Context: an optimization exercise on an open-source flow, tuned for a short achievable clock period and few clock cycles. The choices shown serve that exercise and are no tape-out recipe. RTL that was checked went through simulation tests only; none was proved equivalent to the original. The RTL of runs 2 to 4 was laid out without a check of its function. No run shown here takes its clock network from TritonCTS; it comes from the design's own scripts or RTL. The flow treats the clock pin as an ideal source. Dropping or thinning the clock tree relies on that and would not hold on a real chip. Power and IR drop assume default switching activity.

**flow/config.mk**
```make
export PLATFORM = sky130hd
export DESIGN_NAME = TopLevel
export DESIGN_NICKNAME = TopLevel
export VERILOG_FILES = /design/flow/design.v
export SDC_FILE = /design/flow/constraint.sdc
export NUM_CORES = 4
export LEC_CHECK = 0
export ABC_CLOCK_PERIOD_IN_PS = 2000
export CAP_MARGIN = 40
export CORE_MARGIN = 2
export CORE_UTILIZATION = 25
export SETUP_SLACK_MARGIN = 5
export SLEW_MARGIN = 40
export SYNTH_MEMORY_MAX_BITS = 16384
```
**flow/constraint.sdc**
```tcl
create_clock -name core_clock -period 10.0 [get_ports {CLK}]
set_input_delay 2.0000 -clock core_clock [delete_from_list [all_inputs] [get_ports {CLK}]]
set_output_delay 2.0000 -clock core_clock [all_outputs]
set_load 0.01 [all_outputs]
```
**flow/design.v**
```verilog
module TopLevel(
  input        CLK,
  input        reset,
  input        start,
  output       halt,
  output [7:0] mem_addr,
  output       mem_re,
  output       mem_we,
  output [7:0] mem_wdata,
  input  [7:0] mem_rdata
);
  localparam logic [2:0] K_RLO = 3'd0, K_RHI = 3'd1, K_WLO = 3'd2, K_WHI = 3'd3,
                         K_RPAT = 3'd4, K_RSTR = 3'd5, K_NONE = 3'd6, K_WP3 = 3'd7;
  function automatic logic [15:0] encode(input logic [10:0] d);
    logic p1, p2, p4, p8, p16;
    p8  = ^d[10:4];
    p4  = (^d[10:7]) ^ (^d[3:1]);
    p2  = d[10]^d[9]^d[6]^d[5]^d[3]^d[2]^d[0];
    p1  = d[10]^d[8]^d[6]^d[4]^d[3]^d[1]^d[0];
    p16 = ^d ^ p8 ^ p4 ^ p2 ^ p1;
    encode = {d[10:4], p8, d[3:1], p4, d[0], p2, p1, p16};
  endfunction
  function automatic logic [15:0] decode(input logic [15:0] c);
    logic [3:0]  s;
    logic        par, dbl;
    logic [15:0] e;
    logic [10:0] d;
    s = '0;
    for (int k = 1; k < 16; k++)
      if (c[k]) s = s ^ 4'(k);
    par = ^c;
    e = par ? (16'h1 << s) : 16'h0;
    e = c ^ e;
    d = {e[15:9], e[7:5], e[3]};
    dbl = !par && (s != 4'd0);
    if (dbl) begin
      if (s == 4'd11) d = d ^ 11'h030;
      if (s == 4'd13) d = d ^ 11'h090;
      if (s == 4'd14) d = d ^ 11'h0a0;
    end
    decode = {dbl, 4'b0, d};
  endfunction
  function automatic logic [3:0] in_hits(input logic [7:0] b, input logic [4:0] pt);
    logic [3:0] h;
    for (int o = 0; o < 4; o++)
      h[o] = (b[7-o -: 5] == pt);
    in_hits = h;
  endfunction
  function automatic logic [3:0] cross_hits(input logic [7:0] a, input logic [7:0] b, input logic [4:0] pt);
    logic [15:0] w;
    logic [3:0]  h;
    w = {a, b};
    for (int o = 0; o < 4; o++)
      h[o] = (w[11-o -: 5] == pt);
    cross_hits = h;
  endfunction
  function automatic logic [2:0] cnt4(input logic [3:0] h);
    cnt4 = {2'b0, h[0]} + {2'b0, h[1]} + {2'b0, h[2]} + {2'b0, h[3]};
  endfunction
  logic       halt_r;
  logic [1:0] prog_r;           
  logic       re_r, we_r;
  logic [7:0] addr_r, wdata_r;
  logic [2:0] kind_r;
  logic       last_r;           
  logic       nx_re, nx_we, nx_lst;
  logic [7:0] nx_addr;
  logic [2:0] nx_kind;
  logic [5:0] a_step;
  logic [7:0] rp, wp;
  wire        p3     = (prog_r == 2'd2);
  wire [1:0]  prog_n = (prog_r == 2'd0) ? 2'd1 : 2'd2;
  wire [5:0]  s  = a_step;
  wire        t_wr  = p3 ? (s >= 6'd34) : ((s >= 6'd58) || s[0]);
  wire        t_rd  = p3 ? (s <= 6'd32) : !((s >= 6'd58) || s[0]);
  wire        t_hi  = (s >= 6'd58) ? s[0] : !s[1];
  wire [2:0]  t_kind = p3 ? (t_rd ? K_RSTR : t_wr ? K_WP3 : K_NONE) : {1'b0, t_wr, t_hi};
  wire [7:0]  t_p3w  = (s == 6'd34) ? 8'd193 : (s == 6'd35) ? 8'd192 : 8'd194;
  wire [7:0]  t_addr = t_rd ? rp : (p3 ? t_p3w : wp);
  wire        t_lst  = p3 ? (s == 6'd36) : (s == 6'd59);
  logic [15:0] raw_r;           
  logic [7:0]  hi_r;            
  logic [4:0]  pat_r;           
  logic        pk_pat, s1_vld, s1_first, s2_vld, hany_r;
  logic [2:0]  hcnt_r, xcnt_r;  
  logic [7:0]  c1_r;            
  logic [5:0]  c2_r;            
  logic [6:0]  cx_r;            
  wire [15:0] code    = (prog_r == 2'd0) ? encode(raw_r[10:0]) : decode(raw_r);
  wire [3:0]  hit_cur = in_hits(raw_r[7:0], pat_r);
  wire [3:0]  hit_x   = s1_first ? 4'b0 : cross_hits(raw_r[15:8], raw_r[7:0], pat_r);
  logic [7:0] wdata_n;
  always_comb begin
    case (nx_kind)
      K_WLO:   wdata_n = code[7:0];
      K_WHI:   wdata_n = hi_r;
      K_WP3:   case (nx_addr[1:0])
                 2'd1:    wdata_n = {2'b0, c2_r} + {7'b0, hany_r} + {7'b0, |hit_cur};
                 2'd0:    wdata_n = c1_r + {5'b0, hcnt_r};
                 default: wdata_n = c1_r + {1'b0, cx_r};
               endcase
      default: wdata_n = 8'h00;
    endcase
  end
  function automatic logic [7:0] first_addr(input logic [1:0] p, input logic [1:0] k);
    case (p)
      2'd0:    first_addr = {6'd0, k};
      2'd1:    first_addr = 8'd64 + {6'd0, k};
      default: first_addr = (k == 2'd0) ? 8'd160 : 8'd127 + {6'd0, k};
    endcase
  endfunction
  function automatic logic [2:0] first_kind(input logic [1:0] p, input logic [1:0] k);
    if (p == 2'd2) first_kind = (k == 2'd0) ? K_RPAT : K_RSTR;
    else           first_kind = k[0] ? K_RHI : K_RLO;
  endfunction
  wire [1:0] ip = (halt_r || !last_r) ? prog_r : prog_n;    
  always_ff @(posedge CLK) begin
    if (reset) begin
      halt_r  <= 1'b1;
      prog_r  <= 2'd0;
      last_r  <= 1'b0;
      re_r    <= 1'b1;
      we_r    <= 1'b0;
      addr_r  <= first_addr(2'd0, 2'd0);
      kind_r  <= first_kind(2'd0, 2'd0);
      nx_re   <= 1'b1;
      nx_we   <= 1'b0;
      nx_lst  <= 1'b0;
      nx_addr <= first_addr(2'd0, 2'd1);
      nx_kind <= first_kind(2'd0, 2'd1);
      a_step  <= 6'd2;
      rp      <= first_addr(2'd0, 2'd2);
      wp      <= 8'd30;
    end else if (halt_r || last_r) begin
      halt_r  <= halt_r ? !start : 1'b1;
      prog_r  <= ip;
      last_r  <= 1'b0;
      re_r    <= 1'b1;
      we_r    <= 1'b0;
      nx_re   <= 1'b1;
      nx_we   <= 1'b0;
      nx_lst  <= 1'b0;
      wp      <= (ip == 2'd0) ? 8'd30 : 8'd94;
      if (halt_r && start) begin
        addr_r  <= first_addr(ip, 2'd1);
        kind_r  <= first_kind(ip, 2'd1);
        nx_addr <= first_addr(ip, 2'd2);
        nx_kind <= first_kind(ip, 2'd2);
        a_step  <= 6'd3;
        rp      <= first_addr(ip, 2'd3);
      end else begin
        addr_r  <= first_addr(ip, 2'd0);
        kind_r  <= first_kind(ip, 2'd0);
        nx_addr <= first_addr(ip, 2'd1);
        nx_kind <= first_kind(ip, 2'd1);
        a_step  <= 6'd2;
        rp      <= first_addr(ip, 2'd2);
      end
    end else begin
      re_r    <= nx_re;
      we_r    <= nx_we;
      addr_r  <= nx_addr;
      kind_r  <= nx_kind;
      last_r  <= nx_lst;
      nx_re   <= t_rd;
      nx_we   <= t_wr;
      nx_addr <= t_addr;
      nx_kind <= t_kind;
      nx_lst  <= t_lst;
      a_step  <= a_step + 6'd1;
      if (t_rd) rp <= rp + 8'd1;
      if (t_wr) wp <= wp + 8'd1;
    end
  end
  always_ff @(posedge CLK) begin
    wdata_r <= wdata_n;
    if (nx_kind == K_WLO) hi_r <= code[15:8];
    if (kind_r == K_RLO || kind_r == K_RSTR) raw_r[7:0] <= mem_rdata;
    if (kind_r == K_RHI) raw_r[15:8] <= mem_rdata;
    if (kind_r == K_RSTR) raw_r[15:8] <= raw_r[7:0];
    if (kind_r == K_RPAT) pat_r <= mem_rdata[4:0];
    pk_pat   <= (kind_r == K_RPAT);
    s1_vld   <= (kind_r == K_RSTR);
    s1_first <= (kind_r == K_RSTR) && pk_pat;
    hany_r   <= |hit_cur;
    hcnt_r   <= cnt4(hit_cur);
    xcnt_r   <= cnt4(hit_x);
    s2_vld   <= s1_vld;
    if (kind_r == K_RPAT) begin
      c1_r <= '0; c2_r <= '0; cx_r <= '0;
    end else if (s2_vld) begin
      c1_r <= c1_r + {5'b0, hcnt_r};
      c2_r <= c2_r + {5'b0, hany_r};
      cx_r <= cx_r + {4'b0, xcnt_r};
    end
  end
  assign halt      = halt_r;
  assign mem_addr  = addr_r;
  assign mem_re    = re_r;
  assign mem_we    = we_r;
  assign mem_wdata = wdata_r;
endmodule
```
**flow/flow/run.sh**
```bash
#!/bin/bash
# Standard ORFS layout (the standard.sh) with three changes to how it is
# made; the clock period and I/O constraints are unchanged:
#  - timing repair aims at a 7.3 ns setup margin instead of stopping at the
#    10 ns constraint, and may resize cells across footprints;
#  - port buffers are sky130_fd_sc_hd__buf_4;
#  - at the end of the CTS step, flow/cts_tree.tcl replaces the clock tree
#    with a balanced two-level tree of clkbuf_16 (4 fed by the clock port,
#    12 leaf buffers).
# make's output goes to make_finish.log; each ORFS step keeps its own log
# under orfs/logs.
set -euo pipefail
bash standard.sh \
  SETUP_SLACK_MARGIN=7.3 \
  MATCH_CELL_FOOTPRINT=0 \
  "BUFFER_PORTS_ARGS=-buffer_cell sky130_fd_sc_hd__buf_4" \
  POST_CTS_TCL=$PWD/flow/cts_tree.tcl \
  finish > make_finish.log 2>&1
```
**flow/flow/cts_tree.tcl**
```tcl
# POST_CTS hook: replace the clock tree that clock_tree_synthesis built with a
# balanced two-level tree of clkbuf_16. The flip-flops are split into NLEAF
# equal groups by location (by x, then by y, in turn), each driven by a leaf
# buffer at its centre; the leaves are split the same way among NBUF first
# level buffers, which the clock port drives. Timing is then repaired as the
# CTS step does.
set nbuf 4
set nleaf 12
if {[info exists ::env(MAN_CTS_NBUF)]} { set nbuf $::env(MAN_CTS_NBUF) }
if {[info exists ::env(MAN_CTS_NLEAF)]} { set nleaf $::env(MAN_CTS_NLEAF) }
set ::block [ord::get_db_block]
set ::db [ord::get_db]
set block $::block
set db $::db
set clk_net [[[$block findBTerm CLK] getNet] getName]
set root [$block findNet $clk_net]

# walk the tree from the port: buffers to remove, and the sink pins
set ::bufs {}
set ::sinks {}
proc walk {net} {
  global bufs sinks
  foreach it [$net getITerms] {
    if {[$it isOutputSignal]} { continue }
    set inst [$it getInst]
    set m [[$inst getMaster] getName]
    if {[string match "sky130_fd_sc_hd__clkbuf_*" $m] || [string match "sky130_fd_sc_hd__buf_*" $m] || [string match "sky130_fd_sc_hd__clkinv*" $m]} {
      lappend bufs $inst
      foreach o [$inst getITerms] {
        if {[$o isOutputSignal] && [$o getNet] ne "NULL"} {
          # an inverter may only be an unloaded dummy load
          if {[string match "sky130_fd_sc_hd__clkinv*" $m] && [llength [[$o getNet] getITerms]] > 1} {
            error "inverter in clock tree"
          }
          walk [$o getNet]
        }
      }
    } else {
      lappend sinks $it
    }
  }
}
walk $root
puts "man_cts: [llength $::bufs] clock buffers removed, [llength $::sinks] sinks"

# remove the buffers and their output nets
foreach inst $::bufs {
  foreach o [$inst getITerms] {
    if {[$o isOutputSignal] && [$o getNet] ne "NULL"} {
      set n [$o getNet]
      foreach it [$n getITerms] { $it disconnect }
      odb::dbNet_destroy $n
    }
  }
  odb::dbInst_destroy $inst
}

# split the sinks into nbuf equal groups by location
proc center {it} {
  set b [[$it getInst] getBBox]
  return [list [expr {([$b xMin] + [$b xMax]) / 2}] [expr {([$b yMin] + [$b yMax]) / 2}]]
}
set pts {}
foreach it $::sinks { lappend pts [concat [center $it] [list $it]] }
proc split_groups {pts n axis} {
  if {$n <= 1} { return [list $pts] }
  set s [lsort -integer -index $axis $pts]
  set h [expr {[llength $s] * ($n / 2) / $n}]
  set a [lrange $s 0 [expr {$h - 1}]]
  set b [lrange $s $h end]
  set na [expr {$n / 2}]
  set nb [expr {$n - $na}]
  return [concat [split_groups $a $na [expr {1 - $axis}]] [split_groups $b $nb [expr {1 - $axis}]]]
}
set groups [split_groups $pts $nbuf 0]

set ::master [$db findMaster sky130_fd_sc_hd__clkbuf_16]
proc add_buf {name cx cy in_net} {
  global block master
  set inst [odb::dbInst_create $block $master $name]
  $inst setLocation [expr {$cx - [$master getWidth] / 2}] [expr {$cy - [$master getHeight] / 2}]
  $inst setPlacementStatus PLACED
  [$inst findITerm A] connect $in_net
  set net [odb::dbNet_create $block "${name}_net"]
  $net setSigType CLOCK
  [$inst findITerm X] connect $net
  return $net
}
proc centroid {g} {
  set sx 0; set sy 0
  foreach p $g { incr sx [lindex $p 0]; incr sy [lindex $p 1] }
  return [list [expr {$sx / [llength $g]}] [expr {$sy / [llength $g]}]]
}
# leaf groups of flip-flops, then the leaves split among the first level
set leaves [split_groups $pts $nleaf 0]
set lpts {}
set j 0
foreach g $leaves { lappend lpts [concat [centroid $g] [list $j]]; incr j }
set tops [split_groups $lpts $nbuf 0]
set i 0
foreach t $tops {
  set c [centroid $t]
  set tnet [add_buf "clkbuf_man_$i" [lindex $c 0] [lindex $c 1] $root]
  puts "man_cts: clkbuf_man_$i at ($c) drives [llength $t] leaf buffers"
  foreach lp $t {
    set j [lindex $lp 2]
    set g [lindex $leaves $j]
    set lnet [add_buf "clkbuf_man_${i}_$j" [lindex $lp 0] [lindex $lp 1] $tnet]
    foreach p $g { [lindex $p 2] connect $lnet }
    puts "man_cts: clkbuf_man_${i}_$j drives [llength $g] sinks"
  }
  incr i
}

detailed_placement
check_placement -verbose
estimate_parasitics -placement
report_clock_min_period
report_worst_slack -max
repair_timing_helper
detailed_placement
check_placement -verbose
estimate_parasitics -placement
report_worst_slack -max
report_worst_slack -min
```
**flow/standard.sh**
```bash
#!/bin/bash
# synth_recipe.tcl (not shown) runs the flow's synth.tcl, then flattens the netlist and writes it again
# the make line also repeats each setting of config.mk as NAME=value (left out here)
make -C /OpenROAD-flow-scripts/flow DESIGN_CONFIG=/design/flow/config.mk WORK_HOME=/design/flow/orfs CLKGATE_MAP_FILE= SYNTH_SCRIPT=/design/flow/synth_recipe.tcl "${@:-finish}"
```
==> results.txt, run 1 <==
----------------------------------------------------
[Worst setup path]
  Type of element capturing the critical path ... register
  Kind of start point of the critical path ... register
  CP max FO ... 4
  Worst Path Required ... 10.15 ns
  CP Class ... register to register
  Number of cells on the worst reg-to-reg path ... 16
  Worst endpoint data arrival time ... 3.01 ns

[STA]
  Transition time of the tightest slew-check pin ... 0.800 ns
  Number of pins with negative max-slew slack in the final report ... 0
  Setup repair after global routing missed its margin ... yes
  Count of final setup violators ... 0
  Post-route setup slack ... 7.13 ns
  Total negative setup slack ... 0 ns
  Max-Slew Margin vs Limit ... 0.466
  Endpoints failing hold ... 0
  Setup skew after layout ... 0.0219 ns
  Max Clock Freq ... about 0.35 GHz
  Final clock period utilization by the worst path ... 0.287
  Worst hold margin ... 0.329 ns
  Period minus WS final ... 2.87 ns

[Floorplanning]
  Core area ... 0.0270 sq mm
  Die span in y ... 170 microns
  Initial core utilization ... 0.255
  I/O pins ... 30
  Horizontal die dimension ... 170 microns
  Full die area ... 0.0288 sq mm
  Number of core rows ... 60

[Layout]
  Non-filler cells, final ... 1124
  Total of fill cells in the finished design ... between 2000 and 3000
  Area taken by flip-flops and latches ... 0.00276 sq mm
  Layout overhead on the synthesized area ... 23.0%
  Fin nets ... 827
  Fraction of final layout cells with drive strength greater than 1 ... 0.216
  Multi-input gate area ... 0.00403 sq mm
  Diodes inserted ... 0

[Clocking]
  Clock-pin slew reported for the worst setup and hold paths after clock tree synthesis ... ~0.070 ns
  TritonCTS Sinks ... 122
  Clk Latency, worst-skew pair ... 0.28 ns

[Detailed routing]
  Final routed wirelength across all metal layers ... 16800 microns
  Vias per cell ... about 4.7
  Pre-Repair DR Iteration Count ... 5
  Residual antenna-violating net count after detailed routing ... 0
  Count of vias placed by the detailed router ... 5279
  Post-route DRC violation count ... 0
  Drt initial violations ... approximately 280
  WL/cell ... 15.0 microns

[Global routing]
  Largest net degree at the start of global routing ... 22
  GRT Total Usage ... 0.118
  Global-route wire length before repair ... between 20000 and 30000 microns
  Vias in the first global route ... 5223
  Remaining global-route overflow ... 0
  Number of antenna violations at the first check in global routing ... 0

[Place]
  Dpl cells ... 1055
  Setup slack after placement ... 6.70 ns
  Buffers added on ports ... 29
  Routability-driven placement congestion ratio ... 0.846
  Detailed placer's ending HPWL ... 11400 microns

[Synth]
  Number of storage elements in the synthesis netlist ... 122
  Number of distinct library cells after synthesis ... 62
  Count of synthesis-stage warnings from yosys ... 1
  Summed instance area of the synthesized netlist ... 0.00687 sq mm
  Share of synthesized area occupied by flip-flops and latches ... 0.398
  Post-Syn Nets ... 773
  FFs w/ async S/R, synth ... 0
  Mapped Cells ... approximately 730
  Number of enable flip-flop cells after synthesis ... 29
  Most used flip-flop cell after synthesis ... sky130_fd_sc_hd__dfxtp_1
  Synth Area per Inst ... 9.44 sq um

[Power]
  Power density over cell area ... 166 mW/mm^2
  Maximum vdd ir drop ... between 0.08 and 0.09 mV
  Leakage dissipation ... 3.30 nW

[Hold path]
  Worst min-delay path category ... register to register
  WHS Path Cells ... 0

[Status]
  Run status ... finished clean

[Run]
  Number of max-cap violations ... 0

----------------------------------------------------
==> per-layer routing <==
metal	wire length, microns	GRT usage
met5	0	0
met3	727	0.0180
met1	7520	0.153
met4	538	0.0461
met2	8060	0.199
==> cell usage in the layout, fill, tap and decap left out, types with 5 or more instances in the layout <==
cell type / count
sky130_fd_sc_hd__ha_1: 24
sky130_fd_sc_hd__a21oi_1: 36
sky130_fd_sc_hd__xnor2_2: 11
sky130_fd_sc_hd__fa_1: 5
sky130_fd_sc_hd__mux2i_1: 16
sky130_fd_sc_hd__a21o_1: 7
sky130_fd_sc_hd__buf_4: 54
sky130_fd_sc_hd__nor2_1: 76
sky130_fd_sc_hd__a211oi_1: 5
sky130_fd_sc_hd__inv_1: 16
sky130_fd_sc_hd__or3_1: 5
sky130_fd_sc_hd__edfxtp_1: 29
sky130_fd_sc_hd__o22ai_1: 7
sky130_fd_sc_hd__buf_6: 27
sky130_fd_sc_hd__o21ai_0: 9
sky130_fd_sc_hd__and3_1: 6
sky130_fd_sc_hd__nand4_1: 17
sky130_fd_sc_hd__nand3_1: 17
sky130_fd_sc_hd__xor2_1: 53
sky130_fd_sc_hd__clkbuf_16: 16
sky130_fd_sc_hd__nor3_1: 13
sky130_fd_sc_hd__nand2b_1: 6
sky130_fd_sc_hd__mux2_2: 8
sky130_fd_sc_hd__dfxtp_2: 15
sky130_fd_sc_hd__o21ai_1: 17
sky130_fd_sc_hd__xnor2_1: 62
sky130_fd_sc_hd__nor2b_1: 7
sky130_fd_sc_hd__dfxtp_1: 76
sky130_fd_sc_hd__nand2_1: 55
sky130_fd_sc_hd__and2_1: 14
==> cells by family (layout without fill, tap and decap cells) <==
kind of cell | count (synthesis) | count (layout) | share of synthesized area
buffers and inverters | 66 | 121 | 0.0403
muxes | 24 | 24 | 0.0364
adders and majority gates | 34 | 34 | 0.0685
DFF | 122 | 122 | 0.398
AOI/OAI and AO/OA | 113 | 113 | 0.104
and+or+nand+nor | 235 | 235 | 0.162
xor gates and xnor gates | 134 | 134 | 0.191
==> critical path, cell delays in order (launching register included) <==
cell                       delay, ns
sky130_fd_sc_hd__edfxtp_1       0.46
sky130_fd_sc_hd__buf_4          0.19
sky130_fd_sc_hd__xor2_1         0.15
sky130_fd_sc_hd__nor3_1         0.22
sky130_fd_sc_hd__nand3_1        0.15
sky130_fd_sc_hd__nand3_2        0.11
sky130_fd_sc_hd__inv_2          0.04
sky130_fd_sc_hd__fa_2           0.36
sky130_fd_sc_hd__inv_2          0.08
sky130_fd_sc_hd__ha_4           0.14
sky130_fd_sc_hd__buf_4          0.12
sky130_fd_sc_hd__xnor2_2        0.10
sky130_fd_sc_hd__a211oi_2       0.09
sky130_fd_sc_hd__a21oi_2        0.17
sky130_fd_sc_hd__nor2_1         0.06
sky130_fd_sc_hd__a221oi_1       0.20
sky130_fd_sc_hd__o21ai_1        0.09
==> report_power, final <==
group	internal, mW	total (mW)	switching [mW]
clock	0.289	0.478	0.189
combinational	0.162	0.359	0.196
sequential	0.531	0.564	0.0329
==> Yosys cell counts, types with 7 or more instances <==
library cell / n / share of area
sky130_fd_sc_hd__o21ai_1: 9 / 0.0066
sky130_fd_sc_hd__nand3_1: 19 / 0.014
sky130_fd_sc_hd__dfxtp_1: 93 / 0.27
sky130_fd_sc_hd__nor3_1: 13 / 0.0095
sky130_fd_sc_hd__a21o_1: 7 / 0.0077
sky130_fd_sc_hd__clkbuf_1: 33 / 0.018
sky130_fd_sc_hd__inv_1: 20 / 0.011
sky130_fd_sc_hd__nor2b_1: 7 / 0.0064
sky130_fd_sc_hd__a21oi_1: 38 / 0.028
sky130_fd_sc_hd__and2_1: 14 / 0.013
sky130_fd_sc_hd__mux2i_1: 16 / 0.023
sky130_fd_sc_hd__xnor2_1: 69 / 0.088
sky130_fd_sc_hd__nand4_1: 17 / 0.015
sky130_fd_sc_hd__nand2_1: 56 / 0.031
sky130_fd_sc_hd__xor2_1: 54 / 0.069
sky130_fd_sc_hd__o22ai_1: 7 / 0.0064
sky130_fd_sc_hd__ha_1: 28 / 0.051
sky130_fd_sc_hd__mux2_2: 8 / 0.013
sky130_fd_sc_hd__o21ai_0: 17 / 0.012
sky130_fd_sc_hd__nor2_1: 77 / 0.042
sky130_fd_sc_hd__edfxtp_1: 29 / 0.13
==> path summary, 6_finish.rpt <==
| check | startpoint | endpoint | slack (ns) |
|---|---|---|---|
| worst min-delay path | s1_vld$_DFF_P_ | s2_vld$_DFF_P_ | 0.33 |
| worst max-delay path | raw_r[3]$_DFFE_PP_ | wdata_r[2]$_DFF_P_ | 7.13 |
| worst max register to register | raw_r[3]$_DFFE_PP_ | wdata_r[2]$_DFF_P_ | 7.13 |
| worst min register to register | s1_vld$_DFF_P_ | s2_vld$_DFF_P_ | 0.33 |
==> final cells by class <==
class | instances | area share
multi-input combinational | 540 | 0.477
sequential | 122 | 0.327
timing repair buffer | 82 | 0.0864
tap | 341 | 0.0505
buffer | 16 | 0.0474
inverter | 20 | 0.00889
clock inverter | 3 | 0.00311
==> state kept, by name, indices dropped and copies added, names as in the netlist, 3 cells and up <==
register  flops
raw_r        16
c2_r          6
wp            8
wdata_r       8
nx_kind       3
addr_r        8
rp            8
c1_r          8
hcnt_r        3
xcnt_r        3
pat_r         5
a_step        6
cx_r          7
kind_r        3
hi_r          8
nx_addr       8
==> per-stage QoR <==
stage	power, mW	util	area [sq um]
floorplan	0.828	-	6930
global placement	0.887	0.273	7360
detailed placement	0.893	0.273	7370
global route	1.47	0.313	8450
finish	1.40	0.313	8450
Testbench counts, summed over its fixed seeds: cycles 5,056.
==> inputs of run 2 (changes only) <==
==> flow/design.v (replaced) <==
module TopLevel(
  input        CLK,
  input        reset,
  input        start,
  output       halt,
  output [7:0] mem_addr,
  output       mem_re,
  output       mem_we,
  output [7:0] mem_wdata,
  input  [7:0] mem_rdata
);
  localparam logic [2:0] K_RLO = 3'd0, K_RHI = 3'd1, K_WLO = 3'd2, K_WHI = 3'd3,
                         K_RPAT = 3'd4, K_RSTR = 3'd5, K_NONE = 3'd6, K_WP3 = 3'd7;
  function automatic logic [15:0] encode(input logic [10:0] d);
    logic p1, p2, p4, p8, p16;
    p8  = ^d[10:4];
    p4  = (^d[10:7]) ^ (^d[3:1]);
    p2  = d[10]^d[9]^d[6]^d[5]^d[3]^d[2]^d[0];
    p1  = d[10]^d[8]^d[6]^d[4]^d[3]^d[1]^d[0];
    p16 = ^d ^ p8 ^ p4 ^ p2 ^ p1;
    encode = {d[10:4], p8, d[3:1], p4, d[0], p2, p1, p16};
  endfunction
  function automatic logic [15:0] decode(input logic [15:0] c);
    logic [3:0]  s;
    logic        par, dbl;
    logic [15:0] e;
    logic [10:0] d;
    s = '0;
    for (int k = 1; k < 16; k++)
      if (c[k]) s = s ^ 4'(k);
    par = ^c;
    e = par ? (16'h1 << s) : 16'h0;
    e = c ^ e;
    d = {e[15:9], e[7:5], e[3]};
    dbl = !par && (s != 4'd0);
    if (dbl) begin
      if (s == 4'd11) d = d ^ 11'h030;
      if (s == 4'd13) d = d ^ 11'h090;
      if (s == 4'd14) d = d ^ 11'h0a0;
    end
    decode = {dbl, 4'b0, d};
  endfunction
  function automatic logic [3:0] in_hits(input logic [7:0] b, input logic [4:0] pt);
    logic [3:0] h;
    for (int o = 0; o < 4; o++)
      h[o] = (b[7-o -: 5] == pt);
    in_hits = h;
  endfunction
  function automatic logic [3:0] cross_hits(input logic [7:0] a, input logic [7:0] b, input logic [4:0] pt);
    logic [15:0] w;
    logic [3:0]  h;
    w = {a, b};
    for (int o = 0; o < 4; o++)
      h[o] = (w[11-o -: 5] == pt);
    cross_hits = h;
  endfunction
  function automatic logic [2:0] cnt4(input logic [3:0] h);
    cnt4 = {2'b0, h[0]} + {2'b0, h[1]} + {2'b0, h[2]} + {2'b0, h[3]};
  endfunction
  logic       halt_r;
  logic [1:0] prog_r;           
  logic       re_r, we_r;
  logic [7:0] addr_r, wdata_r;
  logic [2:0] kind_r;
  logic       last_r;           
  logic [5:0] a_step;
  logic [4:0] rp;
  logic [7:0] wp;
  wire        p3     = (prog_r == 2'd2);
  wire [1:0]  prog_n = (prog_r == 2'd0) ? 2'd1 : 2'd2;
  wire [5:0]  s  = a_step;
  wire        t_wr  = p3 ? (s >= 6'd34) : ((s >= 6'd58) || s[0]);
  wire        t_rd  = p3 ? (s <= 6'd32) : !((s >= 6'd58) || s[0]);
  wire        t_hi  = (s >= 6'd58) ? s[0] : !s[1];
  wire [2:0]  t_kind = p3 ? (t_rd ? K_RSTR : t_wr ? K_WP3 : K_NONE) : {1'b0, t_wr, t_hi};
  wire [7:0]  t_p3w  = (s == 6'd34) ? 8'd193 : (s == 6'd35) ? 8'd192 : 8'd194;
  wire [7:0]  t_rda  = {p3, prog_r[0], 1'b0, rp};
  wire [7:0]  t_addr = t_rd ? t_rda : (p3 ? t_p3w : wp);
  wire        t_lst  = p3 ? (s == 6'd36) : (s == 6'd59);
  logic [15:0] raw_r;           
  logic [7:0]  hi_r;            
  logic [4:0]  pat_r;           
  logic [7:0]  c1_r;            
  logic [5:0]  c2_r;            
  logic [6:0]  cx_r;            
  wire [15:0] code    = (prog_r == 2'd0) ? encode(raw_r[10:0]) : decode(raw_r);
  wire        cnt_on  = p3 && !halt_r && (a_step >= 6'd3) && (a_step <= 6'd34);
  wire        first   = (a_step == 6'd3);
  wire [3:0]  hit_cur = in_hits(raw_r[7:0], pat_r);
  wire [3:0]  hit_x   = first ? 4'b0 : cross_hits(raw_r[15:8], raw_r[7:0], pat_r);
  wire [7:0]  c1_n    = c1_r + (cnt_on ? {5'b0, cnt4(hit_cur)} : 8'd0);
  wire [5:0]  c2_n    = c2_r + {5'b0, cnt_on && (|hit_cur)};
  wire [6:0]  cx_n    = cx_r + (cnt_on ? {4'b0, cnt4(hit_x)} : 7'd0);
  logic [7:0] wdata_n;
  always_comb begin
    case (t_kind)
      K_WLO:   wdata_n = code[7:0];
      K_WHI:   wdata_n = hi_r;
      K_WP3:   case (s[1:0])
                 2'd2:    wdata_n = {2'b0, c2_n};        
                 2'd3:    wdata_n = c1_r;                
                 default: wdata_n = c1_r + {1'b0, cx_r};  
               endcase
      default: wdata_n = 8'h00;
    endcase
  end
  function automatic logic [7:0] first_addr(input logic [1:0] p, input logic k);
    case (p)
      2'd0:    first_addr = {7'd0, k};
      2'd1:    first_addr = {7'd32, k};
      default: first_addr = k ? 8'd128 : 8'd160;
    endcase
  endfunction
  function automatic logic [2:0] first_kind(input logic [1:0] p, input logic k);
    if (p == 2'd2) first_kind = k ? K_RSTR : K_RPAT;
    else           first_kind = k ? K_RHI : K_RLO;
  endfunction
  wire [1:0] ip = (halt_r || !last_r) ? prog_r : prog_n;    
  always_ff @(posedge CLK) begin
    if (reset) begin
      halt_r  <= 1'b1;
      prog_r  <= 2'd0;
      last_r  <= 1'b0;
      re_r    <= 1'b1;
      we_r    <= 1'b0;
      addr_r  <= first_addr(2'd0, 1'b0);
      kind_r  <= first_kind(2'd0, 1'b0);
      a_step  <= 6'd1;
      rp      <= 5'd1;
      wp      <= 8'd30;
    end else if (halt_r || last_r) begin
      halt_r  <= halt_r ? !start : 1'b1;
      prog_r  <= ip;
      last_r  <= 1'b0;
      re_r    <= 1'b1;
      we_r    <= 1'b0;
      wp      <= (ip == 2'd0) ? 8'd30 : 8'd94;
      if (halt_r && start) begin
        addr_r  <= first_addr(ip, 1'b1);
        kind_r  <= first_kind(ip, 1'b1);
        a_step  <= 6'd2;
        rp      <= (ip == 2'd2) ? 5'd1 : 5'd2;
      end else begin
        addr_r  <= first_addr(ip, 1'b0);
        kind_r  <= first_kind(ip, 1'b0);
        a_step  <= 6'd1;
        rp      <= (ip == 2'd2) ? 5'd0 : 5'd1;
      end
    end else begin
      re_r    <= t_rd;
      we_r    <= t_wr;
      addr_r  <= t_addr;
      kind_r  <= t_kind;
      last_r  <= t_lst;
      a_step  <= a_step + 6'd1;
      if (t_rd) rp <= rp + 5'd1;
      if (t_wr) wp <= wp + 8'd1;
    end
  end
  always_ff @(posedge CLK) begin
    wdata_r <= wdata_n;
    if (t_kind == K_WLO) hi_r <= code[15:8];
    if (kind_r == K_RLO || kind_r == K_RSTR) raw_r[7:0] <= mem_rdata;
    if (kind_r == K_RHI) raw_r[15:8] <= mem_rdata;
    if (kind_r == K_RSTR) raw_r[15:8] <= raw_r[7:0];
    if (kind_r == K_RPAT) pat_r <= mem_rdata[4:0];
    if (kind_r == K_RPAT) begin
      c1_r <= '0; c2_r <= '0; cx_r <= '0;
    end else begin
      c1_r <= c1_n; c2_r <= c2_n; cx_r <= cx_n;
    end
  end
  assign halt      = halt_r;
  assign mem_addr  = addr_r;
  assign mem_re    = re_r;
  assign mem_we    = we_r;
  assign mem_wdata = wdata_r;
endmodule
--- a/flow/flow/run.sh
+++ b/flow/flow/run.sh
@@ -5,11 +5,12 @@
 #    10 ns constraint, and may resize cells across footprints;
 #  - port buffers are sky130_fd_sc_hd__buf_4;
 #  - at the end of the CTS step, flow/cts_tree.tcl replaces the clock tree
-#    with a balanced two-level tree of clkbuf_16 (4 fed by the clock port,
-#    12 leaf buffers).
+#    with a balanced one-level tree: the clock port feeds 4 clkbuf_16, each
+#    driving a quarter of the flip-flops.
 # make's output goes to make_finish.log; each ORFS step keeps its own log
 # under orfs/logs.
 set -euo pipefail
+export MAN_CTS_NBUF=4 MAN_CTS_NLEAF=0
 bash standard.sh \
   SETUP_SLACK_MARGIN=7.3 \
   MATCH_CELL_FOOTPRINT=0 \
--- a/flow/flow/cts_tree.tcl
+++ b/flow/flow/cts_tree.tcl
@@ -1,5 +1,6 @@
 # POST_CTS hook: replace the clock tree that clock_tree_synthesis built with a
-# balanced two-level tree of clkbuf_16. The flip-flops are split into NLEAF
+# balanced two-level tree of clkbuf_16 (or, with NLEAF 0, a one-level tree of
+# NBUF buffers). The flip-flops are split into NLEAF
 # equal groups by location (by x, then by y, in turn), each driven by a leaf
 # buffer at its centre; the leaves are split the same way among NBUF first
 # level buffers, which the clock port drives. Timing is then repaired as the
@@ -91,6 +92,18 @@
   foreach p $g { incr sx [lindex $p 0]; incr sy [lindex $p 1] }
   return [list [expr {$sx / [llength $g]}] [expr {$sy / [llength $g]}]]
 }
+if {$nleaf == 0} {
+  # one level: the clock port drives nbuf buffers, each driving its group
+  set i 0
+  foreach g [split_groups $pts $nbuf 0] {
+    set c [centroid $g]
+    set net [add_buf "clkbuf_man_$i" [lindex $c 0] [lindex $c 1] $root]
+    foreach p $g { [lindex $p 2] connect $net }
+    puts "man_cts: clkbuf_man_$i at ($c) drives [llength $g] sinks"
+    incr i
+  }
+  set tops {}
+} else {
 # leaf groups of flip-flops, then the leaves split among the first level
 set leaves [split_groups $pts $nleaf 0]
 set lpts {}
@@ -111,6 +124,7 @@
   }
   incr i
 }
+}
 
 detailed_placement
 check_placement -verbose
==> run 2 against run 1 <==
Compared with the run above:
- combinational power decreased by 9.2%
- final area decreased by 12%
- utilization increased by 0.30 points
- worst hold slack improved by 0.15 ns
- setup slack got worse by 0.39 ns
==> results.txt, run 2 <==
----------------------------------------------------
[Synth]
  Count of synthesis-stage warnings from yosys ... 1 (unchanged)
  Share of synthesized area occupied by flip-flops and latches ... 0.367 (-0.0312)
  Synth Area per Inst ... 9.17 sq um (-2.8%)
  Mapped Cells ... 646 (-11%)
  Post-Syn Nets ... 689 (-11%)
  Synth top cells by count ... sky130_fd_sc_hd__dfxtp_1, sky130_fd_sc_hd__nor2_1, sky130_fd_sc_hd__xor2_1
  Summed instance area of the synthesized netlist ... 0.00592 sq mm (-14%)
  Biggest area consumer among synthesized cells ... sky130_fd_sc_hd__dfxtp_1
  FFs w/ async S/R, synth ... 0 (unchanged)
  Synth area leaders ... sky130_fd_sc_hd__dfxtp_1, sky130_fd_sc_hd__edfxtp_1, sky130_fd_sc_hd__xor2_1
  Post-synth top area share ... 0.220 (-0.0514)
  Number of storage elements in the synthesis netlist ... 94 (-23%)
  Number of enable flip-flop cells after synthesis ... 29 (unchanged)
  Number of distinct library cells after synthesis ... 58 (-6.5%)
  Most used flip-flop cell after synthesis ... sky130_fd_sc_hd__dfxtp_1
  Most numerous cell in the Yosys netlist ... sky130_fd_sc_hd__dfxtp_1

[Power]
  Internal portion of total power ... 0.637 mW (-35%)
  Leakage dissipation ... 2.75 nW (-17%)
  Power density over cell area ... 127 mW/mm^2 (-23%)
  Switching Fraction ... 0.324 (+0.0258)
  Share of total power in sequential cells ... 0.467 (+0.064)
  Part of the total power dissipated in the clock network ... 0.187 (-0.154)
  Maximum vdd ir drop ... 0.104 mV (+27%)
  Power spent charging and discharging nets ... 0.306 mW (-27%)
  Part of the power in combinational logic ... 0.345 (+0.089)
  Post-layout total power ... 0.943 mW (-33%)

[Layout]
  Non-Filler Cell Area, Final ... 0.00740 sq mm (-12%)
  Most frequent standard cell in the layout excluding fill and tap cells ... sky130_fd_sc_hd__nor2_1
  Diodes inserted ... 0 (unchanged)
  Biggest register ... raw_r
  Commonest cells after routing, fill and taps aside ... sky130_fd_sc_hd__nor2_1, sky130_fd_sc_hd__buf_4, sky130_fd_sc_hd__xor2_1, sky130_fd_sc_hd__xnor2_1, sky130_fd_sc_hd__nand2_1
  Multi-input gate area ... 0.00395 sq mm (-1.9%)
  Non-filler cells, final ... 1013 (-9.9%)
  Fraction of final layout cells with drive strength greater than 1 ... 0.285 (+0.0695)
  Area taken by flip-flops and latches ... 0.00220 sq mm (-20%)
  Total of fill cells in the finished design ... 2413 (-12%)
  Number of flip-flops in the largest register ... 16 (unchanged)
  Fin nets ... 738 (-11%)
  Final core area utilization ... 0.316 (+0.00299)
  Layout overhead on the synthesized area ... 25.0%

[Floorplanning]
  Die span in y ... 158 microns (-7.0%)
  Number of core rows ... 56 (-6.7%)
  Core area ... 0.0234 sq mm (-13%)
  I/O pins ... 30 (unchanged)
  Horizontal die dimension ... 158 microns (-7.0%)
  Full die area ... 0.0249 sq mm (-13%)
  Initial core utilization ... 0.253 (-0.00172)

[Detailed routing]
  Vias per cell ... 4.63 (-1.5%)
  Pre-Repair DR Iteration Count ... 4 (-1)
  Residual antenna-violating net count after detailed routing ... 0 (unchanged)
  Count of vias placed by the detailed router ... 4687 (-11%)
  Drt initial violations ... 185 (-33%)
  Post-route DRC violation count ... 0 (unchanged)
  Final routed wirelength across all metal layers ... 14800 microns (-12%)
  WL/cell ... 14.6 microns (-2.6%)

[STA]
  Post-route setup slack ... 6.74 ns (-0.393 ns)
  Final clock period utilization by the worst path ... 0.326 (+0.0393)
  Setup repair after global routing missed its margin ... yes
  Total negative setup slack ... 0 ns (unchanged)
  Worst hold margin ... 0.475 ns (+0.146 ns)
  Count of final setup violators ... 0 (unchanged)
  Setup skew after layout ... 0.0243 ns (+0.00241 ns)
  Max Clock Freq ... 0.307 GHz (-12%)
  Number of pins with negative max-slew slack in the final report ... 0 (unchanged)
  Transition time of the tightest slew-check pin ... 0.743 ns (-0.0568 ns)
  Endpoints failing hold ... 0 (unchanged)
  Period minus WS final ... 3.26 ns (+0.393 ns)
  Max-Slew Margin vs Limit ... 0.504 (+0.0380)

[Clocking]
  Clk Latency, worst-skew pair ... 0.17 ns (-0.11 ns)
  TritonCTS Sinks ... 94 (-23%)
  Clock-pin slew reported for the worst setup and hold paths after clock tree synthesis ... 0.09 ns (+0.02 ns)

[Place]
  Detailed placer's ending HPWL ... 10500 microns (-8.5%)
  Dpl cells ... 960 (-9.0%)
  Routability-driven placement congestion ratio ... 0.824 (-2.6%)
  Placed cell area ... 0.00653 sq mm (-11%)
  Buffers added on ports ... 29 (unchanged)
  Setup slack after placement ... 6.43 ns (-0.263 ns)

[Run]
  Number of max-cap violations ... 0 (unchanged)

[Hold path]
  Worst min-delay path category ... register to register
  WHS Path Cells ... 2 (+2)

[Global routing]
  Number of antenna violations at the first check in global routing ... 0 (unchanged)
  Global-route wire length before repair ... 23900 microns (-12%)
  Largest net degree at the start of global routing ... 27 (+23%)
  Vias in the first global route ... 4744 (-9.2%)
  GRT Total Usage ... 0.120 (+0.00185)
  Remaining global-route overflow ... 0 (unchanged)

[Worst setup path]
  Buffers & Inverters on Critical Path ... 3 (-1)
  Slowest-stage cell, CP ... sky130_fd_sc_hd__fa_1
  Critical path's top delay family ... adder cells
  Number of stages on the worst setup path ... 15 (-1)
  Critical Path, Cell by Cell ... buf_4, xor2_1, nor3_1, nand4_1, fa_1, inv_2, ha_4, and2_4, ha_4, inv_2, fa_2, nor2b_4, o2111ai_2, xor2_1, nor2_1
  Worst Path Required ... 10.05 ns (-0.10 ns)
  CP Class ... register to register
  Type of element capturing the critical path ... register
  Kind of start point of the critical path ... register
  Delay of the slowest cell on the worst path ... 0.52 ns (+0.06 ns)
  Reg2reg setup slack ... 6.74 ns (-0.39 ns)
  CP max FO ... 5 (+1)
  Number of cells on the worst reg-to-reg path ... 15 (-1)
  Worst endpoint data arrival time ... 3.31 ns (+0.30 ns)

[Status]
  Run status ... finished clean

----------------------------------------------------
-- run 2: cell types whose count changed after synthesis, moves of 6 or more --
cell and change:
sky130_fd_sc_hd__nor2_1 -14, sky130_fd_sc_hd__nand4_1 -6, sky130_fd_sc_hd__dfxtp_1 -28, sky130_fd_sc_hd__nor3_1 +7, sky130_fd_sc_hd__nor2b_1 +9, sky130_fd_sc_hd__mux2i_1 -13
sky130_fd_sc_hd__a21oi_1 +7, sky130_fd_sc_hd__xnor2_1 -14, sky130_fd_sc_hd__clkbuf_1 -13
-- run 2: area by class of cell --
cell class / instances / share of cell area
multi-input cells: 498 / 0.534
plain buffers: 4 / 0.0135
inverters: 19 / 0.00997
clock inverters: 1 / 0.00118
well taps: 319 / 0.0539
flip-flops and latches: 94 / 0.297
repair buffers: 78 / 0.0907
-- run 2: logic make-up (layout without fill, tap and decap cells) --
kind of cell    count (synthesis)  count (layout)  synth area share
mux                            11              11            0.0203
flops                          94              94             0.367
simple gates                  216             217             0.172
compound gates                115             115             0.124
xor+xnor                      123             123             0.201
buf+inv                        55             102            0.0412
fa+ha+maj                      32              32            0.0739
-- run 2: final timing paths --
check | startpoint | endpoint
setup / recovery | pat_r[2]$_DFFE_PN_ | cx_r[6]$_SDFF_PN0_
hold / removal | rp[4]$_SDFFE_PP0P_ | addr_r[4]$_SDFF_PP0_
setup reg to reg | pat_r[2]$_DFFE_PN_ | cx_r[6]$_SDFF_PN0_
hold reg to reg | rp[4]$_SDFFE_PP0P_ | addr_r[4]$_SDFF_PP0_
-- run 2: routing by layer --
metal | track usage | wire length [microns] | vias to the layer above
met5 | 0 | 0 | -
met3 | 0.0172 | 506 | 16
met1 | 0.154 | 6700 | 2278
met4 | 0.0305 | 239 | 0
met2 | 0.211 | 7340 | 72
li1 | - | - | 2321
-- run 2: power groups by stage --
stage / Combinational (mW) / Clock [mW] / Sequential, mW
after global routing: 0.356 / 0.194 / 0.444
after detailed placement: 0.276 / 0 / 0.457
after global placement: 0.276 / 0 / 0.457
final: 0.326 / 0.177 / 0.441
after floorplan: 0.231 / 0 / 0.439
-- run 2: worst register-to-register path, stage by stage (launching register included) --
cell	delay, ns
sky130_fd_sc_hd__edfxtp_1	0.47
sky130_fd_sc_hd__buf_4	0.18
sky130_fd_sc_hd__xor2_1	0.16
sky130_fd_sc_hd__nor3_1	0.21
sky130_fd_sc_hd__nand4_1	0.16
sky130_fd_sc_hd__fa_1	0.52
sky130_fd_sc_hd__inv_2	0.06
sky130_fd_sc_hd__ha_4	0.25
sky130_fd_sc_hd__and2_4	0.14
sky130_fd_sc_hd__ha_4	0.12
sky130_fd_sc_hd__inv_2	0.03
sky130_fd_sc_hd__fa_2	0.35
sky130_fd_sc_hd__nor2b_4	0.16
sky130_fd_sc_hd__o2111ai_2	0.12
sky130_fd_sc_hd__xor2_1	0.16
sky130_fd_sc_hd__nor2_1	0.05
==> inputs of run 3 (changes only) <==
--- a/flow/flow/run.sh
+++ b/flow/flow/run.sh
@@ -10,7 +10,7 @@
 # make's output goes to make_finish.log; each ORFS step keeps its own log
 # under orfs/logs.
 set -euo pipefail
-export MAN_CTS_NBUF=4 MAN_CTS_NLEAF=0
+export MAN_CTS_NBUF=4 MAN_CTS_NLEAF=8
 bash standard.sh \
   SETUP_SLACK_MARGIN=7.3 \
   MATCH_CELL_FOOTPRINT=0 \
==> run 3 against run 2 <==
Compared with the run above:
- still clean
- flip-flop and latch count did not move
- first-iteration DRC count rose by 2.7%
- clock skew fell by 0.0043 ns
- final area rose by 3.7%
- maximum frequency fell by 1.0%
- via count rose by 2.3%
- sequential share of layout area fell by 1.0 points
- total power rose by 18%
- critical path type unchanged
==> results.txt, run 3 <==
----------------------------------------------------
[Layout]
  Multi-input gate area ... 0.00398 sq mm (+0.76%)
  Total of fill cells in the finished design ... 2383 (-1.2%)
  Fraction of final layout cells with drive strength greater than 1 ... 0.302 (+0.0164)
  Number of flip-flops in the largest register ... 16 (unchanged)
  Diodes inserted ... 0 (unchanged)
  Commonest cells after routing, fill and taps aside ... sky130_fd_sc_hd__nor2_1, sky130_fd_sc_hd__buf_4, sky130_fd_sc_hd__xor2_1, sky130_fd_sc_hd__xnor2_1, sky130_fd_sc_hd__nand2_1
  Most frequent standard cell in the layout excluding fill and tap cells ... sky130_fd_sc_hd__nor2_1
  Biggest register ... raw_r
  Layout overhead on the synthesized area ... 29.6%
  Fin nets ... 750 (+1.6%)
  Area taken by flip-flops and latches ... 0.00220 sq mm (+0.11%)

[Global routing]
  Met2 track utilization from global routing ... 0.214 (+0.00311)
  Number of antenna violations at the first check in global routing ... 0 (unchanged)
  Met1 Track Usage GR ... 0.153 (-0.00121)
  Global-route wire length before repair ... 24300 microns (+1.3%)
  Most used routing layer in global routing ... met2
  Vias in the first global route ... 4794 (+1.1%)
  GRT Total Usage ... 0.122 (+0.00191)
  Remaining global-route overflow ... 0 (unchanged)
  Met3 usage in global routing ... 0.0227 (+0.00547)
  Largest net degree at the start of global routing ... 27 (unchanged)

[Worst setup path]
  Kind of start point of the critical path ... register
  Worst Path Required ... 10.14 ns (+0.09 ns)
  Type of element capturing the critical path ... register
  Critical path's top delay family ... adder cells
  Critical Path, Cell by Cell ... buf_6, xor2_1, nor3_2, nand3_2, fa_1, inv_2, ha_4, and2_4, ha_4, inv_2, fa_2, nor2b_4, buf_6, o21ai_2, xor2_1, nor2_1
  Delay of the slowest cell on the worst path ... 0.51 ns (about the same)
  CP Class ... register to register
  Slowest-stage cell, CP ... sky130_fd_sc_hd__fa_1
  CP max FO ... 5 (unchanged)
  Reg2reg setup slack ... 6.71 ns (-0.03 ns)
  Buffers & Inverters on Critical Path ... 4 (+1)
  Worst endpoint data arrival time ... 3.43 ns (+0.12 ns)

[Detailed routing]
  Post-route DRC violation count ... 0 (unchanged)
  Final routed wirelength across all metal layers ... 15400 microns (+3.8%)
  Drt initial violations ... 190 (+2.7%)
  Vias per cell ... 4.68 (+1.1%)
  Count of vias placed by the detailed router ... 4797 (+2.3%)
  WL/cell ... 15.0 microns (+2.6%)
  Pre-Repair DR Iteration Count ... 5 (+1)
  Residual antenna-violating net count after detailed routing ... 0 (unchanged)

[Floorplanning]
  Full die area ... 0.0249 sq mm (unchanged)
  I/O pins ... 30 (unchanged)
  Core area ... 0.0234 sq mm (unchanged)
  Initial core utilization ... 0.253 (unchanged)
  Die span in y ... 158 microns (unchanged)
  Number of core rows ... 56 (unchanged)
  Horizontal die dimension ... 158 microns (unchanged)

[Synth]
  Synth top cells by count ... sky130_fd_sc_hd__dfxtp_1, sky130_fd_sc_hd__nor2_1, sky130_fd_sc_hd__xor2_1
  Post-synth top area share ... 0.220 (unchanged)
  Count of synthesis-stage warnings from yosys ... 1 (unchanged)
  FFs w/ async S/R, synth ... 0 (unchanged)
  Number of storage elements in the synthesis netlist ... 94 (unchanged)
  Post-Syn Nets ... 689 (unchanged)
  Share of synthesized area occupied by flip-flops and latches ... 0.367 (unchanged)
  Most numerous cell in the Yosys netlist ... sky130_fd_sc_hd__dfxtp_1
  Summed instance area of the synthesized netlist ... 0.00592 sq mm (unchanged)
  Biggest area consumer among synthesized cells ... sky130_fd_sc_hd__dfxtp_1
  Number of enable flip-flop cells after synthesis ... 29 (unchanged)
  Most used flip-flop cell after synthesis ... sky130_fd_sc_hd__dfxtp_1
  Synth area leaders ... sky130_fd_sc_hd__dfxtp_1, sky130_fd_sc_hd__edfxtp_1, sky130_fd_sc_hd__xor2_1
  Synth Area per Inst ... 9.17 sq um (unchanged)
  Mapped Cells ... 646 (unchanged)
  Number of distinct library cells after synthesis ... 58 (unchanged)

[STA]
  Setup skew after layout ... 0.0200 ns (-0.00434 ns)
  Total negative setup slack ... 0 ns (unchanged)
  Worst hold margin ... 0.471 ns (-0.00344 ns)
  Max-Slew Margin vs Limit ... 0.513 (+0.00923)
  Final clock period utilization by the worst path ... 0.329 (+0.00337)
  Endpoints failing hold ... 0 (unchanged)
  Period minus WS final ... 3.29 ns (+0.0337 ns)
  Number of pins with negative max-slew slack in the final report ... 0 (unchanged)
  Max Clock Freq ... 0.304 GHz (-1.0%)
  Transition time of the tightest slew-check pin ... 0.729 ns (-0.0138 ns)
  Count of final setup violators ... 0 (unchanged)
  Setup repair after global routing missed its margin ... yes

[Run]
  Number of max-cap violations ... 0 (unchanged)

[Power]
  Maximum vdd ir drop ... 0.163 mV (+57%)
  Power density over cell area ... 145 mW/mm^2 (+14%)
  Leakage dissipation ... 2.88 nW (+4.8%)

[Clocking]
  TritonCTS Sinks ... 94 (unchanged)
  Clk Latency, worst-skew pair ... 0.27 ns (+0.10 ns)
  Clock-pin slew reported for the worst setup and hold paths after clock tree synthesis ... 0.06 ns (-0.03 ns)

[Hold path]
  Worst min-delay path category ... register to register

[Place]
  Buffers added on ports ... 29 (unchanged)
  Routability-driven placement congestion ratio ... 0.824 (unchanged)
  Detailed placer's ending HPWL ... 10500 microns (unchanged)

[Status]
  Run status ... finished clean

----------------------------------------------------
==> run 3: tightest hold or removal path, cell delays in order (launching register included) <==
cell and delay, ns:
sky130_fd_sc_hd__dfxtp_1 0.32, sky130_fd_sc_hd__nand2_1 0.06, sky130_fd_sc_hd__a21oi_1 0.05
==> run 3: path summary, 6_finish.rpt <==
check / startpoint / end / depth (start not counted)
max: pat_r[2]$_DFFE_PN_ / c1_r[4]$_SDFF_PN0_ / 16
min reg2reg: rp[4]$_SDFFE_PP0P_ / addr_r[4]$_SDFF_PP0_ / 2
max reg2reg: pat_r[2]$_DFFE_PN_ / c1_r[4]$_SDFF_PN0_ / 16
min: rp[4]$_SDFFE_PP0P_ / addr_r[4]$_SDFF_PP0_ / 2
==> run 3: stage by stage <==
stage	total power, mW	worst slack, ns	util	cells	cell area (sq um)
2_1_floorplan	0.670	6.95	-	646	6130
3_3_place_gp	0.733	6.44	0.279	960	6520
3_5_place_dp	0.733	6.43	0.279	960	6530
5_1_grt	1.17	6.56	0.328	1025	7680
6_report	1.12	6.71	0.328	1025	7680
==> run 3: cell type report <==
type / instances / area share
flip-flops and latches: 94 / 0.287
inverters: 19 / 0.00929
plain buffers: 12 / 0.0391
repair buffers: 83 / 0.0934
clock inverters: 1 / 0.00114
multi-input cells: 497 / 0.519
well taps: 319 / 0.0520
==> run 3: power breakdown <==
part	switching, mW	internal [mW]	leakage (nW)
registers	0.0227	0.419	0.809
logic	0.185	0.144	1.92
clock network	0.132	0.214	0.152
total	0.339	0.777	2.88
==> run 3: cells by family (layout without fill, tap and decap cells) <==
logic type      count (synthesis)  count (layout)  synth area share
simple gates                  216             216             0.172
xor+xnor                      123             123             0.201
flops                          94              94             0.367
compound gates                115             115             0.124
fa+ha+maj                      32              32            0.0739
buf+inv                        55             115            0.0412
mux                            11              11            0.0203
==> run 3: metal layers <==
metal  vias up  wire [microns]
met5         -               0
met1      2296            6730
li1       2353               -
met3        27             709
met4         0             350
met2       121            7570
==> inputs of run 4 (changes only) <==
--- a/flow/design.v
+++ b/flow/design.v
@@ -84,21 +84,20 @@
   logic [5:0]  c2_r;            
   logic [6:0]  cx_r;            
   wire [15:0] code    = (prog_r == 2'd0) ? encode(raw_r[10:0]) : decode(raw_r);
-  wire        cnt_on  = p3 && !halt_r && (a_step >= 6'd3) && (a_step <= 6'd34);
+  logic        hany_r;          
+  logic [2:0]  hcnt_r, xcnt_r;  
+  wire        acc_on  = p3 && !halt_r && (a_step >= 6'd4) && (a_step <= 6'd35);
   wire        first   = (a_step == 6'd3);
   wire [3:0]  hit_cur = in_hits(raw_r[7:0], pat_r);
   wire [3:0]  hit_x   = first ? 4'b0 : cross_hits(raw_r[15:8], raw_r[7:0], pat_r);
-  wire [7:0]  c1_n    = c1_r + (cnt_on ? {5'b0, cnt4(hit_cur)} : 8'd0);
-  wire [5:0]  c2_n    = c2_r + {5'b0, cnt_on && (|hit_cur)};
-  wire [6:0]  cx_n    = cx_r + (cnt_on ? {4'b0, cnt4(hit_x)} : 7'd0);
   logic [7:0] wdata_n;
   always_comb begin
     case (t_kind)
       K_WLO:   wdata_n = code[7:0];
       K_WHI:   wdata_n = hi_r;
       K_WP3:   case (s[1:0])
-                 2'd2:    wdata_n = {2'b0, c2_n};        
-                 2'd3:    wdata_n = c1_r;                
+                 2'd2:    wdata_n = {2'b0, c2_r} + {7'b0, hany_r} + {7'b0, |hit_cur};  
+                 2'd3:    wdata_n = c1_r + {5'b0, hcnt_r};   
                  default: wdata_n = c1_r + {1'b0, cx_r};  
                endcase
       default: wdata_n = 8'h00;
@@ -164,10 +163,15 @@
     if (kind_r == K_RHI) raw_r[15:8] <= mem_rdata;
     if (kind_r == K_RSTR) raw_r[15:8] <= raw_r[7:0];
     if (kind_r == K_RPAT) pat_r <= mem_rdata[4:0];
+    hany_r <= |hit_cur;
+    hcnt_r <= cnt4(hit_cur);
+    xcnt_r <= cnt4(hit_x);
     if (kind_r == K_RPAT) begin
       c1_r <= '0; c2_r <= '0; cx_r <= '0;
-    end else begin
-      c1_r <= c1_n; c2_r <= c2_n; cx_r <= cx_n;
+    end else if (acc_on) begin
+      c1_r <= c1_r + {5'b0, hcnt_r};
+      c2_r <= c2_r + {5'b0, hany_r};
+      cx_r <= cx_r + {4'b0, xcnt_r};
     end
   end
   assign halt      = halt_r;
--- a/flow/flow/run.sh
+++ b/flow/flow/run.sh
@@ -10,7 +10,7 @@
 # make's output goes to make_finish.log; each ORFS step keeps its own log
 # under orfs/logs.
 set -euo pipefail
-export MAN_CTS_NBUF=4 MAN_CTS_NLEAF=8
+export MAN_CTS_NBUF=4 MAN_CTS_NLEAF=0
 bash standard.sh \
   SETUP_SLACK_MARGIN=7.3 \
   MATCH_CELL_FOOTPRINT=0 \
==> run 4 against run 3 <==
Compared with the run above:
- still clean
- wire length up 11%
- sequential share of layout area up 0.87 points
- total power down 3.8%
- final area up 3.0%
- maximum frequency up 7.6%
- critical path type unchanged
- largest cell class unchanged
- register-to-register slack better by 0.23 ns
==> results.txt, run 4 <==
----------------------------------------------------
[STA]
  Period minus WS final ... 3.06 ns (-0.231 ns)
  Setup repair after global routing missed its margin ... yes
  Worst hold margin ... 0.476 ns (+0.00432 ns)
  Transition time of the tightest slew-check pin ... 0.714 ns (-0.0153 ns)
  Final clock period utilization by the worst path ... 0.306 (-0.0231)
  Number of pins with negative max-slew slack in the final report ... 0 (unchanged)
  Setup skew after layout ... 0.0275 ns (+0.00752 ns)
  Max-Slew Margin vs Limit ... 0.522 (+0.00943)
  Total negative setup slack ... 0 ns (unchanged)
  Max Clock Freq ... 0.327 GHz (+7.6%)
  Endpoints failing hold ... 0 (unchanged)
  Count of final setup violators ... 0 (unchanged)

[Place]
  Routability-driven placement congestion ratio ... 0.834 (+1.2%)
  Detailed placer's ending HPWL ... 11500 microns (+10%)
  Buffers added on ports ... 29 (unchanged)

[Detailed routing]
  Pre-Repair DR Iteration Count ... 5 (unchanged)
  Post-route DRC violation count ... 0 (unchanged)
  Vias per cell ... 4.82 (+3.1%)
  Drt initial violations ... 326 (+72%)
  WL/cell ... 15.7 microns (+4.9%)
  Residual antenna-violating net count after detailed routing ... 0 (unchanged)
  Final routed wirelength across all metal layers ... 17100 microns (+11%)
  Count of vias placed by the detailed router ... 5253 (+9.5%)

[Synth]
  Summed instance area of the synthesized netlist ... 0.00643 sq mm (+8.5%)
  Count of synthesis-stage warnings from yosys ... 1 (unchanged)
  Biggest area consumer among synthesized cells ... sky130_fd_sc_hd__dfxtp_1
  Most numerous cell in the Yosys netlist ... sky130_fd_sc_hd__dfxtp_1
  Synth area leaders ... sky130_fd_sc_hd__dfxtp_1, sky130_fd_sc_hd__edfxtp_1, sky130_fd_sc_hd__xnor2_1
  Synth top cells by count ... sky130_fd_sc_hd__dfxtp_1, sky130_fd_sc_hd__xnor2_1, sky130_fd_sc_hd__nand2_1, sky130_fd_sc_hd__nor2_1, sky130_fd_sc_hd__xor2_1
  Number of storage elements in the synthesis netlist ... 101 (+7.4%)
  Mapped Cells ... 700 (+8.4%)
  FFs w/ async S/R, synth ... 0 (unchanged)
  Synth Area per Inst ... 9.18 sq um (+0.12%)
  Share of synthesized area occupied by flip-flops and latches ... 0.360 (-0.00689)
  Post-Syn Nets ... 744 (+8.0%)
  Number of enable flip-flop cells after synthesis ... 29 (unchanged)
  Number of distinct library cells after synthesis ... 70 (+21%)
  Most used flip-flop cell after synthesis ... sky130_fd_sc_hd__dfxtp_1
  Post-synth top area share ... 0.224 (+0.00461)

[Floorplanning]
  Number of core rows ... 58 (+3.6%)
  Horizontal die dimension ... 164 microns (+4.1%)
  Die span in y ... 164 microns (+4.1%)
  I/O pins ... 30 (unchanged)
  Core area ... 0.0252 sq mm (+7.6%)
  Initial core utilization ... 0.255 (+0.00209)
  Full die area ... 0.0270 sq mm (+8.3%)

[Power]
  Leakage dissipation ... 3.07 nW (+6.6%)
  Maximum vdd ir drop ... 0.0923 mV (-43%)
  Post-layout total power ... 1.07 mW (-3.8%)
  Power density over cell area ... 136 mW/mm^2 (-6.6%)

[Global routing]
  Largest net degree at the start of global routing ... 27 (unchanged)
  Vias in the first global route ... 5013 (+4.6%)
  Global-route wire length before repair ... 27000 microns (+11%)
  Number of antenna violations at the first check in global routing ... 0 (unchanged)
  Remaining global-route overflow ... 0 (unchanged)
  GRT Total Usage ... 0.127 (+0.00468)

[Layout]
  Most frequent standard cell in the layout excluding fill and tap cells ... sky130_fd_sc_hd__xnor2_1
  Biggest register ... raw_r
  Layout overhead on the synthesized area ... 23.0%
  Commonest cells after routing, fill and taps aside ... sky130_fd_sc_hd__xnor2_1, sky130_fd_sc_hd__nand2_1, sky130_fd_sc_hd__buf_4, sky130_fd_sc_hd__dfxtp_1, sky130_fd_sc_hd__nor2_1
  Number of flip-flops in the largest register ... 16 (unchanged)
  Final core area utilization ... 0.314 (-0.0141)
  Fraction of final layout cells with drive strength greater than 1 ... 0.241 (-0.0606)
  Fin nets ... 803 (+7.1%)
  Total of fill cells in the finished design ... 2546 (+6.8%)
  Diodes inserted ... 0 (unchanged)

[Clocking]
  Clock-pin slew reported for the worst setup and hold paths after clock tree synthesis ... 0.12 ns (+0.06 ns)
  TritonCTS Sinks ... 101 (+7.4%)
  Clk Latency, worst-skew pair ... 0.18 ns (-0.09 ns)

[Status]
  Run status ... finished clean

[Worst setup path]
  Kind of start point of the critical path ... register
  Type of element capturing the critical path ... register
  CP Class ... register to register
  CP max FO ... 4 (-1)
  Worst endpoint data arrival time ... 3.14 ns (-0.29 ns)
  Reg2reg setup slack ... 6.94 ns (+0.23 ns)
  Worst Path Required ... 10.08 ns (-0.06 ns)

[Run]
  Number of max-cap violations ... 0 (unchanged)

[Hold path]
  Worst min-delay path category ... register to register

----------------------------------------------------
[run 4: cell types whose count changed after synthesis, sizes merged, moves of 4 or more]
cell,previous run,this run
xnor2,59,76
a21oi,47,34
xor2,61,50
a22o,0,4
a221oi,8,3
o21ai,21,32
dfxtp,65,72
nand2,52,63
nor2b,16,8
a22oi,6,10
clkbuf,21,26
and3,5,9
[run 4: worst paths after layout]
check / start / cells past startpoint / end
max: raw_r[4]$_DFFE_PP_ / 15 / wdata_r[4]$_DFF_P_
min: rp[4]$_SDFFE_PP0P_ / 2 / addr_r[4]$_SDFF_PP0_
max reg2reg: raw_r[4]$_DFFE_PP_ / 15 / wdata_r[4]$_DFF_P_
min reg2reg: rp[4]$_SDFFE_PP0P_ / 2 / addr_r[4]$_SDFF_PP0_
[run 4: kinds of logic (layout without fill, tap and decap cells)]
logic type	after synthesis	count (layout)	share of synthesized area
AOI/OAI and AO/OA	131	131	0.131
xor gates and xnor gates	130	131	0.202
buffers and inverters	60	117	0.0415
muxes	13	13	0.0218
adders and majority gates	33	33	0.0712
DFF	101	101	0.360
and+or+nand+nor	232	233	0.172
[run 4: per-stage QoR]
| stage | cell area (sq um) | cells | setup WS [ns] |
|---|---|---|---|
| after floorplan | 6500 | 700 | 7.08 |
| after global placement | 6940 | 1024 | 6.78 |
| after detailed placement | 6940 | 1024 | 6.71 |
| after global routing | 7910 | 1089 | 6.81 |
| final | 7910 | 1089 | 6.94 |
[run 4: final cells by class]
cell class	instances	area, sq um	share of cell area
sequential	101	2330	0.295
tap	330	413	0.0522
buffer	4	100	0.0127
timing repair buffer	89	777	0.0983
clock inverter	2	20.0	0.00253
inverter	22	85.1	0.0108
multi-input combinational	541	4180	0.528
[run 4: worst max-delay path, cell delays in order (launching register included)]
cell                       delay (ns)
sky130_fd_sc_hd__edfxtp_1        0.49
sky130_fd_sc_hd__buf_4           0.18
sky130_fd_sc_hd__xor2_1          0.16
sky130_fd_sc_hd__nor3_1          0.24
sky130_fd_sc_hd__nand3_1         0.19
sky130_fd_sc_hd__nand3_2         0.14
sky130_fd_sc_hd__inv_2           0.04
sky130_fd_sc_hd__fa_2            0.35
sky130_fd_sc_hd__inv_2           0.07
sky130_fd_sc_hd__ha_4            0.12
sky130_fd_sc_hd__nand3_2         0.09
sky130_fd_sc_hd__xnor2_1         0.14
sky130_fd_sc_hd__a22oi_1         0.18
sky130_fd_sc_hd__a21boi_1        0.09
sky130_fd_sc_hd__a221o_1         0.27
sky130_fd_sc_hd__a211o_1         0.22
[run 4: routing by layer]
metal / GRT usage / up-vias / wire (microns)
met1: 0.174 / 2572 / 8010
met4: 0.0343 / 0 / 248
met3: 0.0164 / 18 / 633
met2: 0.209 / 120 / 8210
li1: - / 2543 / -
met5: 0 / - / 0
[run 4: report_power, final]
group | internal, mW | switching, mW
Combinational | 0.188 | 0.221
Clock | 0.0795 | 0.118
Sequential | 0.446 | 0.0204
Total | 0.713 | 0.360

-- port drivers added, routing unchanged --
The flow's constraints put no driver on any port. The routed layouts listed below were extracted and timed again, unchanged, in two steps.
Step 1 (the two cells are an assumption about what drives the block):
set clk [get_ports {CLK}]
set_driving_cell -lib_cell sky130_fd_sc_hd__clkbuf_16 $clk
set_driving_cell -lib_cell sky130_fd_sc_hd__buf_2 [delete_from_list [all_inputs] $clk]
Step 2 also shifts input and output timing later by t, the mid clock arrival at the registers, as if the neighbouring blocks saw the same clock.
a / b / c = no drivers / after step 1 / after step 2; a / b = the first two.
run	t (ns)	setup WS [ns]	worst data-port slew with drivers (ns)
run 1	0.365	7.135 / 7.135 / 7.020	0.05
run 2	0.243	6.742 / 6.742 / 6.742	0.04
run 3	0.340	6.708 / 6.708 / 6.708	0.03
run 4	0.253	6.940 / 6.940 / 6.940	0.04
After both steps setup and hold are still met in every run listed. For run 1, which loses most, drivers alone change the setup slack by 0.000 ns; drivers and shift together by -0.115 ns.
